Context: an optimization exercise on an open-source flow, tuned for small area, a short achievable clock period and few clock cycles per item. The choices shown serve that exercise and are no tape-out recipe. Only simulation tests tie the RTL to the original design; equivalence was not proved. Power is estimated from default activity; no workload was simulated.

==> inputs of 03-15 <==
Design IIR, start of the top module:
module IIR #(
    parameter DW = 24,
    parameter CFGAW = 32,
    parameter CFGDW = 32,
    parameter COEFW = 18,
    parameter COEFQ = 16,
    parameter ORDER = 6,
    parameter STAGE_ORDER = 2
) (
    input  logic clk,
    input  logic rst,
    input  logic signed [DW-1:0] s_axis_tdata,
    input  logic s_axis_tvalid,
    output logic s_axis_tready,
    output logic signed [DW-1:0] m_axis_tdata,
    output logic m_axis_tvalid,
    input  logic m_axis_tready,
    input  logic cyc_i,
    input  logic stb_i,
    input  logic we_i,
    output logic ack_o,
    output logic stall_o,
    input  logic [CFGAW-1:0] addr_i,
    input  logic signed [CFGDW-1:0] data_i,
    output logic signed [CFGDW-1:0] data_o
);
clock: 8.0 ns
lec_check: 0
cap_margin: 20
core_margin: 2
core_utilization: 40
slew_margin: 20
run.sh (not shown) runs the stock make flow with config.mk's settings and CLKGATE_MAP_FILE= SYNTH_SCRIPT=/design/flow/synth_recipe.tcl, a recipe that flattens the netlist after the stock synthesis.
==> inputs of 02-13, as changes to 03-15 <==
SETUP_SLACK_MARGIN = 2.5   (was default)
==> comparison <==
Against 02-13, the clock skew of 03-15 is lower by 0.0039 ns. Against 02-13, the total power of 03-15 is lower by about 16%. Of 03-15 and 02-13, 02-13 has the higher clock power (gap 4.1%, measured against 02-13). Die area is the same in 03-15 and 02-13. In sequential power, 02-13 and 03-15 hardly differ.
==> figures <==
Outcome: 02-13 timing/DRC/antenna clean; 03-15 timing/DRC/antenna clean
Maximum VDD drop: 02-13 1419 uV; 03-15 1035 uV
Fraction of power consumed by sequential logic: 02-13 8.6%; 03-15 10.2%
Total GRT Usage: 02-13 29.85%; 03-15 29.36%
Worst Path Buf+Inv: 02-13 8; 03-15 5
Critical path peak fanout: 02-13 5; 03-15 10
Number of nets in the layout: 02-13 23590; 03-15 23130
Critical path data required time: 02-13 8.85 ns; 03-15 8.78 ns
Met1 routed wirelength after detailed routing: 02-13 279800 um; 03-15 276300 um
DR iter-0 viols: 02-13 16860; 03-15 16620
Beginning of the worst register-to-register path: 02-13 wb_regs_i.regs[4][3]; 03-15 wb_regs_i.regs[4][15]
Net Switching: 02-13 59.27 mW; 03-15 51.50 mW
Testbench counts of 03-15, summed over its fixed seeds: cycles 2,104, items 2,048.
Testbench counts of 02-13, summed over its fixed seeds: cycles 2,104, items 2,048.

========
==> run a <==
Another version of the RTL of IIR (not shown whole).
make LEC_CHECK=0 CAP_MARGIN=20 CORE_MARGIN=2 CORE_UTILIZATION=40 SETUP_SLACK_MARGIN=2.2 SLEW_MARGIN=20 finish   # period 8.0 ns
==> run b (differences from run a) <==
--- a/flow/design.v
+++ b/flow/design.v
@@ -12,11 +12,11 @@
     output logic stall_o,
     input  logic [CFGAW-1:0] addr_i,
     input  logic [CFGDW-1:0] data_i,
     output logic [CFGDW-1:0] data_o,
     output logic [N_CTL*REGW-1:0] ctl_regs,
-    output logic [N_CTL/3*(REGW*3/2)-1:0] sel_regs
+    output logic [N_CTL/3*REGW-1:0] sel_regs
 );
 assign stall_o = 1'b0;
 function automatic logic is_neg(input int i);
     is_neg = (i % 6) > 3;
 endfunction
@@ -28,21 +28,20 @@
 function automatic logic [REGW-1:0] dec(input logic [REGW-1:0] e);
     dec = e;
     for (int j = 1; j < REGW / 2; j++)
         dec[2*j] = e[2*j] ^ e[2*j-1];
 endfunction
-function automatic logic [REGW*3/2-1:0] bsel(input logic [REGW-1:0] e);
+function automatic logic [REGW-1:0] bsel(input logic [REGW-1:0] e);
     logic lo;
     for (int j = 0; j < REGW / 2; j++) begin
         lo = (j > 0) ? e[2*j-1] : 1'b0;
         bsel[j] = ~e[2*j] & (e[2*j+1] ^ lo);
         bsel[REGW/2 + j] = e[2*j+1] & ~(~e[2*j] & lo);
-        bsel[REGW + j] = ~(e[2*j+1] & ~(~e[2*j] & lo));
     end
 endfunction
 logic [REGW-1:0] regs [N_CTL];
-logic [REGW*3/2-1:0] sels [N_CTL/3];
+logic [REGW-1:0] sels [N_CTL/3];
 logic [REGW-1:0] rd_raw;
 logic rd_neg;
 logic [REGW-1:0] do_r;
 always_comb begin
     rd_raw = '0;
@@ -75,11 +74,11 @@
 generate
     for (genvar i = 0; i < N_CTL; i = i + 1) begin : flat
         assign ctl_regs[i*REGW +: REGW] = regs[i];
     end
     for (genvar i = 0; i < N_CTL / 3; i = i + 1) begin : flat_sel
-        assign sel_regs[i*(REGW*3/2) +: REGW*3/2] = sels[i];
+        assign sel_regs[i*REGW +: REGW] = sels[i];
     end
 endgenerate
 endmodule
 module iir_core #(
     parameter DW = 24,
@@ -91,11 +90,11 @@
     input  logic vx,            
     input  logic vq,            
     input  logic [DW-1:0] x,    
     input  logic [DW-1:0] xh1,  
     input  logic [6*COEFW-1:0] coefs,
-    input  logic [3*COEFW-1:0] sels,
+    input  logic [2*COEFW-1:0] sels,
     output logic [DW-1:0] yo,
     output logic [DW-1:0] y2
 );
 logic [DW-1:0] y1, y1n;
 assign yo = ~y1n;
@@ -252,58 +251,48 @@
 assign cn2_one[8] = cn2[16];
 assign cn2_two[8] = ~cn2[16] & (cn2[17] ^ cn2[15]);
 assign cn2_xn[8] = cn2[17] & ~(~cn2[16] & cn2[15]);
 assign cn2_nc[8] = cn2[17] & ~(~cn2[16] & cn2[15]);
 logic [8:0] cn1_one, cn1_two, cn1_xn, cn1_nc;
-logic [26:0] cn1_sel;
-logic [8:0] cn1_xnb;
-assign cn1_sel = sels[0 +: 27];
+logic [17:0] cn1_sel;
+assign cn1_sel = sels[0 +: 18];
 assign cn1_one[0] = cn1[0];
 assign cn1_two[0] = cn1_sel[0];
 assign cn1_xn[0] = cn1_sel[9];
 assign cn1_nc[0] = cn1_sel[9];
-assign cn1_xnb[0] = cn1_sel[18];
 assign cn1_one[1] = cn1[2];
 assign cn1_two[1] = cn1_sel[1];
 assign cn1_xn[1] = cn1_sel[10];
 assign cn1_nc[1] = cn1_sel[10];
-assign cn1_xnb[1] = cn1_sel[19];
 assign cn1_one[2] = cn1[4];
 assign cn1_two[2] = cn1_sel[2];
 assign cn1_xn[2] = cn1_sel[11];
 assign cn1_nc[2] = cn1_sel[11];
-assign cn1_xnb[2] = cn1_sel[20];
 assign cn1_one[3] = cn1[6];
 assign cn1_two[3] = cn1_sel[3];
 assign cn1_xn[3] = cn1_sel[12];
 assign cn1_nc[3] = cn1_sel[12];
-assign cn1_xnb[3] = cn1_sel[21];
 assign cn1_one[4] = cn1[8];
 assign cn1_two[4] = cn1_sel[4];
 assign cn1_xn[4] = cn1_sel[13];
 assign cn1_nc[4] = cn1_sel[13];
-assign cn1_xnb[4] = cn1_sel[22];
 assign cn1_one[5] = cn1[10];
 assign cn1_two[5] = cn1_sel[5];
 assign cn1_xn[5] = cn1_sel[14];
 assign cn1_nc[5] = cn1_sel[14];
-assign cn1_xnb[5] = cn1_sel[23];
 assign cn1_one[6] = cn1[12];
 assign cn1_two[6] = cn1_sel[6];
 assign cn1_xn[6] = cn1_sel[15];
 assign cn1_nc[6] = cn1_sel[15];
-assign cn1_xnb[6] = cn1_sel[24];
 assign cn1_one[7] = cn1[14];
 assign cn1_two[7] = cn1_sel[7];
 assign cn1_xn[7] = cn1_sel[16];
 assign cn1_nc[7] = cn1_sel[16];
-assign cn1_xnb[7] = cn1_sel[25];
 assign cn1_one[8] = cn1[16];
 assign cn1_two[8] = cn1_sel[8];
 assign cn1_xn[8] = cn1_sel[17];
 assign cn1_nc[8] = cn1_sel[17];
-assign cn1_xnb[8] = cn1_sel[26];
 logic [DW-1:0] yq;
 assign yq = vq ? yo : y2;
 logic [39:0] p_s, p_c, q_s, q_c;
 logic [15:0] f;
 logic [24:0] pp_xb1 [9];
@@ -3102,12 +3091,11 @@
 logic [39:0] qt_ra, qt_rb;
 assign qt_ra = {qt_c[496], qt_c[495], qt_c[494], qt_c[493], qt_c[492], qt_c[491], qt_c[490], qt_c[489], qt_c[488], qt_c[487], qt_c[486], qt_c[485], qt_c[484], qt_c[483], qt_c[482], qt_c[481], qt_c[480], qt_c[479], qt_c[478], qt_c[477], qt_c[476], qt_c[475], qt_c[474], qt_c[473], qt_c[472], qt_c[471], qt_c[470], qt_c[469], qt_c[468], qt_c[467], qt_c[466], qt_c[465], qt_c[464], qt_c[463], qt_c[462], qt_c[461], qt_c[460], qt_c[459], qt_c[458], qt_s[458]};
 assign qt_rb = {qt_s[497], qt_s[496], qt_s[495], qt_s[494], qt_s[493], qt_s[492], qt_s[491], qt_s[490], qt_s[489], qt_s[488], qt_s[487], qt_s[486], qt_s[485], qt_s[484], qt_s[483], qt_s[482], qt_s[481], qt_s[480], qt_s[479], qt_s[478], qt_s[477], qt_s[476], qt_s[475], qt_s[474], qt_s[473], qt_s[472], qt_s[471], qt_s[470], qt_s[469], qt_s[468], qt_s[467], qt_s[466], qt_s[465], qt_s[464], qt_s[463], qt_s[462], qt_s[461], qt_s[460], qt_s[459], qt_s[418]};
 logic [24:0] pp_yn1 [9];
 logic [23:0] pp_yn1_t [9];
-assign pp_yn1_t[0][11:0] = y1[11:0] ^ {12{cn1_xn[0]}};
-assign pp_yn1_t[0][23:12] = ~(y1[23:12] ^ {12{cn1_xnb[0]}});
+assign pp_yn1_t[0] = y1 ^ {24{cn1_xn[0]}};
 assign pp_yn1[0][0] = (cn1_one[0] & pp_yn1_t[0][0]) | (cn1_two[0] & cn1_xn[0]);
 assign pp_yn1[0][1] = (cn1_one[0] & pp_yn1_t[0][1]) | (cn1_two[0] & pp_yn1_t[0][0]);
 assign pp_yn1[0][2] = (cn1_one[0] & pp_yn1_t[0][2]) | (cn1_two[0] & pp_yn1_t[0][1]);
 assign pp_yn1[0][3] = (cn1_one[0] & pp_yn1_t[0][3]) | (cn1_two[0] & pp_yn1_t[0][2]);
 assign pp_yn1[0][4] = (cn1_one[0] & pp_yn1_t[0][4]) | (cn1_two[0] & pp_yn1_t[0][3]);
@@ -3129,12 +3117,11 @@
 assign pp_yn1[0][20] = (cn1_one[0] & pp_yn1_t[0][20]) | (cn1_two[0] & pp_yn1_t[0][19]);
 assign pp_yn1[0][21] = (cn1_one[0] & pp_yn1_t[0][21]) | (cn1_two[0] & pp_yn1_t[0][20]);
 assign pp_yn1[0][22] = (cn1_one[0] & pp_yn1_t[0][22]) | (cn1_two[0] & pp_yn1_t[0][21]);
 assign pp_yn1[0][23] = (cn1_one[0] & pp_yn1_t[0][23]) | (cn1_two[0] & pp_yn1_t[0][22]);
 assign pp_yn1[0][24] = (cn1_one[0] & pp_yn1_t[0][23]) | (cn1_two[0] & pp_yn1_t[0][23]);
-assign pp_yn1_t[1][11:0] = y1[11:0] ^ {12{cn1_xn[1]}};
-assign pp_yn1_t[1][23:12] = ~(y1[23:12] ^ {12{cn1_xnb[1]}});
+assign pp_yn1_t[1] = y1 ^ {24{cn1_xn[1]}};
 assign pp_yn1[1][0] = (cn1_one[1] & pp_yn1_t[1][0]) | (cn1_two[1] & cn1_xn[1]);
 assign pp_yn1[1][1] = (cn1_one[1] & pp_yn1_t[1][1]) | (cn1_two[1] & pp_yn1_t[1][0]);
 assign pp_yn1[1][2] = (cn1_one[1] & pp_yn1_t[1][2]) | (cn1_two[1] & pp_yn1_t[1][1]);
 assign pp_yn1[1][3] = (cn1_one[1] & pp_yn1_t[1][3]) | (cn1_two[1] & pp_yn1_t[1][2]);
 assign pp_yn1[1][4] = (cn1_one[1] & pp_yn1_t[1][4]) | (cn1_two[1] & pp_yn1_t[1][3]);
@@ -3156,12 +3143,11 @@
 assign pp_yn1[1][20] = (cn1_one[1] & pp_yn1_t[1][20]) | (cn1_two[1] & pp_yn1_t[1][19]);
 assign pp_yn1[1][21] = (cn1_one[1] & pp_yn1_t[1][21]) | (cn1_two[1] & pp_yn1_t[1][20]);
 assign pp_yn1[1][22] = (cn1_one[1] & pp_yn1_t[1][22]) | (cn1_two[1] & pp_yn1_t[1][21]);
 assign pp_yn1[1][23] = (cn1_one[1] & pp_yn1_t[1][23]) | (cn1_two[1] & pp_yn1_t[1][22]);
 assign pp_yn1[1][24] = (cn1_one[1] & pp_yn1_t[1][23]) | (cn1_two[1] & pp_yn1_t[1][23]);
-assign pp_yn1_t[2][11:0] = y1[11:0] ^ {12{cn1_xn[2]}};
-assign pp_yn1_t[2][23:12] = ~(y1[23:12] ^ {12{cn1_xnb[2]}});
+assign pp_yn1_t[2] = y1 ^ {24{cn1_xn[2]}};
 assign pp_yn1[2][0] = (cn1_one[2] & pp_yn1_t[2][0]) | (cn1_two[2] & cn1_xn[2]);
 assign pp_yn1[2][1] = (cn1_one[2] & pp_yn1_t[2][1]) | (cn1_two[2] & pp_yn1_t[2][0]);
 assign pp_yn1[2][2] = (cn1_one[2] & pp_yn1_t[2][2]) | (cn1_two[2] & pp_yn1_t[2][1]);
 assign pp_yn1[2][3] = (cn1_one[2] & pp_yn1_t[2][3]) | (cn1_two[2] & pp_yn1_t[2][2]);
 assign pp_yn1[2][4] = (cn1_one[2] & pp_yn1_t[2][4]) | (cn1_two[2] & pp_yn1_t[2][3]);
@@ -3183,12 +3169,11 @@
 assign pp_yn1[2][20] = (cn1_one[2] & pp_yn1_t[2][20]) | (cn1_two[2] & pp_yn1_t[2][19]);
 assign pp_yn1[2][21] = (cn1_one[2] & pp_yn1_t[2][21]) | (cn1_two[2] & pp_yn1_t[2][20]);
 assign pp_yn1[2][22] = (cn1_one[2] & pp_yn1_t[2][22]) | (cn1_two[2] & pp_yn1_t[2][21]);
 assign pp_yn1[2][23] = (cn1_one[2] & pp_yn1_t[2][23]) | (cn1_two[2] & pp_yn1_t[2][22]);
 assign pp_yn1[2][24] = (cn1_one[2] & pp_yn1_t[2][23]) | (cn1_two[2] & pp_yn1_t[2][23]);
-assign pp_yn1_t[3][11:0] = y1[11:0] ^ {12{cn1_xn[3]}};
-assign pp_yn1_t[3][23:12] = ~(y1[23:12] ^ {12{cn1_xnb[3]}});
+assign pp_yn1_t[3] = y1 ^ {24{cn1_xn[3]}};
 assign pp_yn1[3][0] = (cn1_one[3] & pp_yn1_t[3][0]) | (cn1_two[3] & cn1_xn[3]);
 assign pp_yn1[3][1] = (cn1_one[3] & pp_yn1_t[3][1]) | (cn1_two[3] & pp_yn1_t[3][0]);
 assign pp_yn1[3][2] = (cn1_one[3] & pp_yn1_t[3][2]) | (cn1_two[3] & pp_yn1_t[3][1]);
 assign pp_yn1[3][3] = (cn1_one[3] & pp_yn1_t[3][3]) | (cn1_two[3] & pp_yn1_t[3][2]);
 assign pp_yn1[3][4] = (cn1_one[3] & pp_yn1_t[3][4]) | (cn1_two[3] & pp_yn1_t[3][3]);
@@ -3210,12 +3195,11 @@
 assign pp_yn1[3][20] = (cn1_one[3] & pp_yn1_t[3][20]) | (cn1_two[3] & pp_yn1_t[3][19]);
 assign pp_yn1[3][21] = (cn1_one[3] & pp_yn1_t[3][21]) | (cn1_two[3] & pp_yn1_t[3][20]);
 assign pp_yn1[3][22] = (cn1_one[3] & pp_yn1_t[3][22]) | (cn1_two[3] & pp_yn1_t[3][21]);
 assign pp_yn1[3][23] = (cn1_one[3] & pp_yn1_t[3][23]) | (cn1_two[3] & pp_yn1_t[3][22]);
 assign pp_yn1[3][24] = (cn1_one[3] & pp_yn1_t[3][23]) | (cn1_two[3] & pp_yn1_t[3][23]);
-assign pp_yn1_t[4][11:0] = y1[11:0] ^ {12{cn1_xn[4]}};
-assign pp_yn1_t[4][23:12] = ~(y1[23:12] ^ {12{cn1_xnb[4]}});
+assign pp_yn1_t[4] = y1 ^ {24{cn1_xn[4]}};
 assign pp_yn1[4][0] = (cn1_one[4] & pp_yn1_t[4][0]) | (cn1_two[4] & cn1_xn[4]);
 assign pp_yn1[4][1] = (cn1_one[4] & pp_yn1_t[4][1]) | (cn1_two[4] & pp_yn1_t[4][0]);
 assign pp_yn1[4][2] = (cn1_one[4] & pp_yn1_t[4][2]) | (cn1_two[4] & pp_yn1_t[4][1]);
 assign pp_yn1[4][3] = (cn1_one[4] & pp_yn1_t[4][3]) | (cn1_two[4] & pp_yn1_t[4][2]);
 assign pp_yn1[4][4] = (cn1_one[4] & pp_yn1_t[4][4]) | (cn1_two[4] & pp_yn1_t[4][3]);
@@ -3237,12 +3221,11 @@
 assign pp_yn1[4][20] = (cn1_one[4] & pp_yn1_t[4][20]) | (cn1_two[4] & pp_yn1_t[4][19]);
 assign pp_yn1[4][21] = (cn1_one[4] & pp_yn1_t[4][21]) | (cn1_two[4] & pp_yn1_t[4][20]);
 assign pp_yn1[4][22] = (cn1_one[4] & pp_yn1_t[4][22]) | (cn1_two[4] & pp_yn1_t[4][21]);
 assign pp_yn1[4][23] = (cn1_one[4] & pp_yn1_t[4][23]) | (cn1_two[4] & pp_yn1_t[4][22]);
 assign pp_yn1[4][24] = (cn1_one[4] & pp_yn1_t[4][23]) | (cn1_two[4] & pp_yn1_t[4][23]);
-assign pp_yn1_t[5][11:0] = y1[11:0] ^ {12{cn1_xn[5]}};
-assign pp_yn1_t[5][23:12] = ~(y1[23:12] ^ {12{cn1_xnb[5]}});
+assign pp_yn1_t[5] = y1 ^ {24{cn1_xn[5]}};
 assign pp_yn1[5][0] = (cn1_one[5] & pp_yn1_t[5][0]) | (cn1_two[5] & cn1_xn[5]);
 assign pp_yn1[5][1] = (cn1_one[5] & pp_yn1_t[5][1]) | (cn1_two[5] & pp_yn1_t[5][0]);
 assign pp_yn1[5][2] = (cn1_one[5] & pp_yn1_t[5][2]) | (cn1_two[5] & pp_yn1_t[5][1]);
 assign pp_yn1[5][3] = (cn1_one[5] & pp_yn1_t[5][3]) | (cn1_two[5] & pp_yn1_t[5][2]);
 assign pp_yn1[5][4] = (cn1_one[5] & pp_yn1_t[5][4]) | (cn1_two[5] & pp_yn1_t[5][3]);
@@ -3264,12 +3247,11 @@
 assign pp_yn1[5][20] = (cn1_one[5] & pp_yn1_t[5][20]) | (cn1_two[5] & pp_yn1_t[5][19]);
 assign pp_yn1[5][21] = (cn1_one[5] & pp_yn1_t[5][21]) | (cn1_two[5] & pp_yn1_t[5][20]);
 assign pp_yn1[5][22] = (cn1_one[5] & pp_yn1_t[5][22]) | (cn1_two[5] & pp_yn1_t[5][21]);
 assign pp_yn1[5][23] = (cn1_one[5] & pp_yn1_t[5][23]) | (cn1_two[5] & pp_yn1_t[5][22]);
 assign pp_yn1[5][24] = (cn1_one[5] & pp_yn1_t[5][23]) | (cn1_two[5] & pp_yn1_t[5][23]);
-assign pp_yn1_t[6][11:0] = y1[11:0] ^ {12{cn1_xn[6]}};
-assign pp_yn1_t[6][23:12] = ~(y1[23:12] ^ {12{cn1_xnb[6]}});
+assign pp_yn1_t[6] = y1 ^ {24{cn1_xn[6]}};
 assign pp_yn1[6][0] = (cn1_one[6] & pp_yn1_t[6][0]) | (cn1_two[6] & cn1_xn[6]);
 assign pp_yn1[6][1] = (cn1_one[6] & pp_yn1_t[6][1]) | (cn1_two[6] & pp_yn1_t[6][0]);
 assign pp_yn1[6][2] = (cn1_one[6] & pp_yn1_t[6][2]) | (cn1_two[6] & pp_yn1_t[6][1]);
 assign pp_yn1[6][3] = (cn1_one[6] & pp_yn1_t[6][3]) | (cn1_two[6] & pp_yn1_t[6][2]);
 assign pp_yn1[6][4] = (cn1_one[6] & pp_yn1_t[6][4]) | (cn1_two[6] & pp_yn1_t[6][3]);
@@ -3291,12 +3273,11 @@
 assign pp_yn1[6][20] = (cn1_one[6] & pp_yn1_t[6][20]) | (cn1_two[6] & pp_yn1_t[6][19]);
 assign pp_yn1[6][21] = (cn1_one[6] & pp_yn1_t[6][21]) | (cn1_two[6] & pp_yn1_t[6][20]);
 assign pp_yn1[6][22] = (cn1_one[6] & pp_yn1_t[6][22]) | (cn1_two[6] & pp_yn1_t[6][21]);
 assign pp_yn1[6][23] = (cn1_one[6] & pp_yn1_t[6][23]) | (cn1_two[6] & pp_yn1_t[6][22]);
 assign pp_yn1[6][24] = (cn1_one[6] & pp_yn1_t[6][23]) | (cn1_two[6] & pp_yn1_t[6][23]);
-assign pp_yn1_t[7][11:0] = y1[11:0] ^ {12{cn1_xn[7]}};
-assign pp_yn1_t[7][23:12] = ~(y1[23:12] ^ {12{cn1_xnb[7]}});
+assign pp_yn1_t[7] = y1 ^ {24{cn1_xn[7]}};
 assign pp_yn1[7][0] = (cn1_one[7] & pp_yn1_t[7][0]) | (cn1_two[7] & cn1_xn[7]);
 assign pp_yn1[7][1] = (cn1_one[7] & pp_yn1_t[7][1]) | (cn1_two[7] & pp_yn1_t[7][0]);
 assign pp_yn1[7][2] = (cn1_one[7] & pp_yn1_t[7][2]) | (cn1_two[7] & pp_yn1_t[7][1]);
 assign pp_yn1[7][3] = (cn1_one[7] & pp_yn1_t[7][3]) | (cn1_two[7] & pp_yn1_t[7][2]);
 assign pp_yn1[7][4] = (cn1_one[7] & pp_yn1_t[7][4]) | (cn1_two[7] & pp_yn1_t[7][3]);
@@ -3318,12 +3299,11 @@
 assign pp_yn1[7][20] = (cn1_one[7] & pp_yn1_t[7][20]) | (cn1_two[7] & pp_yn1_t[7][19]);
 assign pp_yn1[7][21] = (cn1_one[7] & pp_yn1_t[7][21]) | (cn1_two[7] & pp_yn1_t[7][20]);
 assign pp_yn1[7][22] = (cn1_one[7] & pp_yn1_t[7][22]) | (cn1_two[7] & pp_yn1_t[7][21]);
 assign pp_yn1[7][23] = (cn1_one[7] & pp_yn1_t[7][23]) | (cn1_two[7] & pp_yn1_t[7][22]);
 assign pp_yn1[7][24] = (cn1_one[7] & pp_yn1_t[7][23]) | (cn1_two[7] & pp_yn1_t[7][23]);
-assign pp_yn1_t[8][11:0] = y1[11:0] ^ {12{cn1_xn[8]}};
-assign pp_yn1_t[8][23:12] = ~(y1[23:12] ^ {12{cn1_xnb[8]}});
+assign pp_yn1_t[8] = y1 ^ {24{cn1_xn[8]}};
 assign pp_yn1[8][0] = (cn1_one[8] & pp_yn1_t[8][0]) | (cn1_two[8] & cn1_xn[8]);
 assign pp_yn1[8][1] = (cn1_one[8] & pp_yn1_t[8][1]) | (cn1_two[8] & pp_yn1_t[8][0]);
 assign pp_yn1[8][2] = (cn1_one[8] & pp_yn1_t[8][2]) | (cn1_two[8] & pp_yn1_t[8][1]);
 assign pp_yn1[8][3] = (cn1_one[8] & pp_yn1_t[8][3]) | (cn1_two[8] & pp_yn1_t[8][2]);
 assign pp_yn1[8][4] = (cn1_one[8] & pp_yn1_t[8][4]) | (cn1_two[8] & pp_yn1_t[8][3]);
@@ -3917,11 +3897,11 @@
     output logic signed [CFGDW-1:0] data_o
 );
 localparam NS = ORDER / STAGE_ORDER;
 localparam CPS = 2 * (STAGE_ORDER + 1);
 logic [NS*CPS*COEFW-1:0] coefs;
-logic [NS*3*COEFW-1:0] sels;
+logic [NS*2*COEFW-1:0] sels;
 WbRegs #(
     .CFGAW(CFGAW),
     .CFGDW(CFGDW),
     .REGW(COEFW),
     .N_CTL(NS*CPS)
@@ -3989,11 +3969,11 @@
             .vx,
             .vq(vq[s]),
             .x,
             .xh1(x1),
             .coefs(coefs[s*CPS*COEFW +: CPS*COEFW]),
-            .sels(sels[s*3*COEFW +: 3*COEFW]),
+            .sels(sels[s*2*COEFW +: 2*COEFW]),
             .yo(y1[s*DW +: DW]),
             .y2(y2[s*DW +: DW])
         );
     end
 endgenerate
--- a/flow/config.mk
+++ b/flow/config.mk
@@ -6,7 +6,7 @@
 export NUM_CORES = 4
 export LEC_CHECK = 0
 export CAP_MARGIN = 20
 export CORE_MARGIN = 2
 export CORE_UTILIZATION = 40
-export SETUP_SLACK_MARGIN = 2.2
+export SETUP_SLACK_MARGIN = 1.9
 export SLEW_MARGIN = 20
==> comparison <==
- In run b the non-clock buffer count is lower than in run a, by 59.
- Of run b and run a, run a has the higher die area (gap 0.29%, measured against run a).
- In run b the sequential cell count is lower than in run a, by 27.
- Of run a and run b, run a has the higher clock skew (gap 0.0095 ns).
- Of run b and run a, run a has the higher setup slack (gap 0.33 ns).
- Of run b and run a, run a has the higher fmax (gap 5.3%, measured against run a).
- Between run b and run a, the lower synthesized area is in run b (gap about 0.3%, measured against run a).
Testbench counts of run a, summed over its fixed seeds: cycles 2,104, items 2,048.
Testbench counts of run b, summed over its fixed seeds: cycles 2,104, items 2,048.

==> what the ideal ports hide <==
The results above use ideal ports. As a check the final layouts listed here were re-extracted and re-timed, cells and wires unchanged.
Step 1 sets driving cells, clkbuf_16 on the clock port and buf_2 on the other inputs (assumed; they add their load-dependent delay and slew).
Step 2 also shifts input and output timing later by t, the mid clock arrival at the registers, as if the neighbouring blocks saw the same clock.
Slacks: no drivers / after step 1 / after step 2; pairs: no drivers / after step 1.
run | shift t [ns] | setup slack, ns | worst hold slack (ns) | cell pins on the clock port's net
03-15 | 1.015 | 0.538 / 0.538 / 0.538 | 0.450 / 0.450 / 0.450 | 1
02-13 | 1.006 | 1.324 / 1.324 / 1.324 | 0.450 / 0.450 / 0.450 | 1
run a | 1.026 | 2.052 / 2.010 / 0.984 | 0.448 / 0.448 / 0.448 | 1
run b | 1.050 | 1.719 / 1.719 / 1.074 | 0.447 / 0.447 / 0.447 | 1
After both steps every run listed still meets setup and hold. The setup slack of run a, which loses most, moves by -0.042 ns with the drivers and by -1.068 ns with both steps.
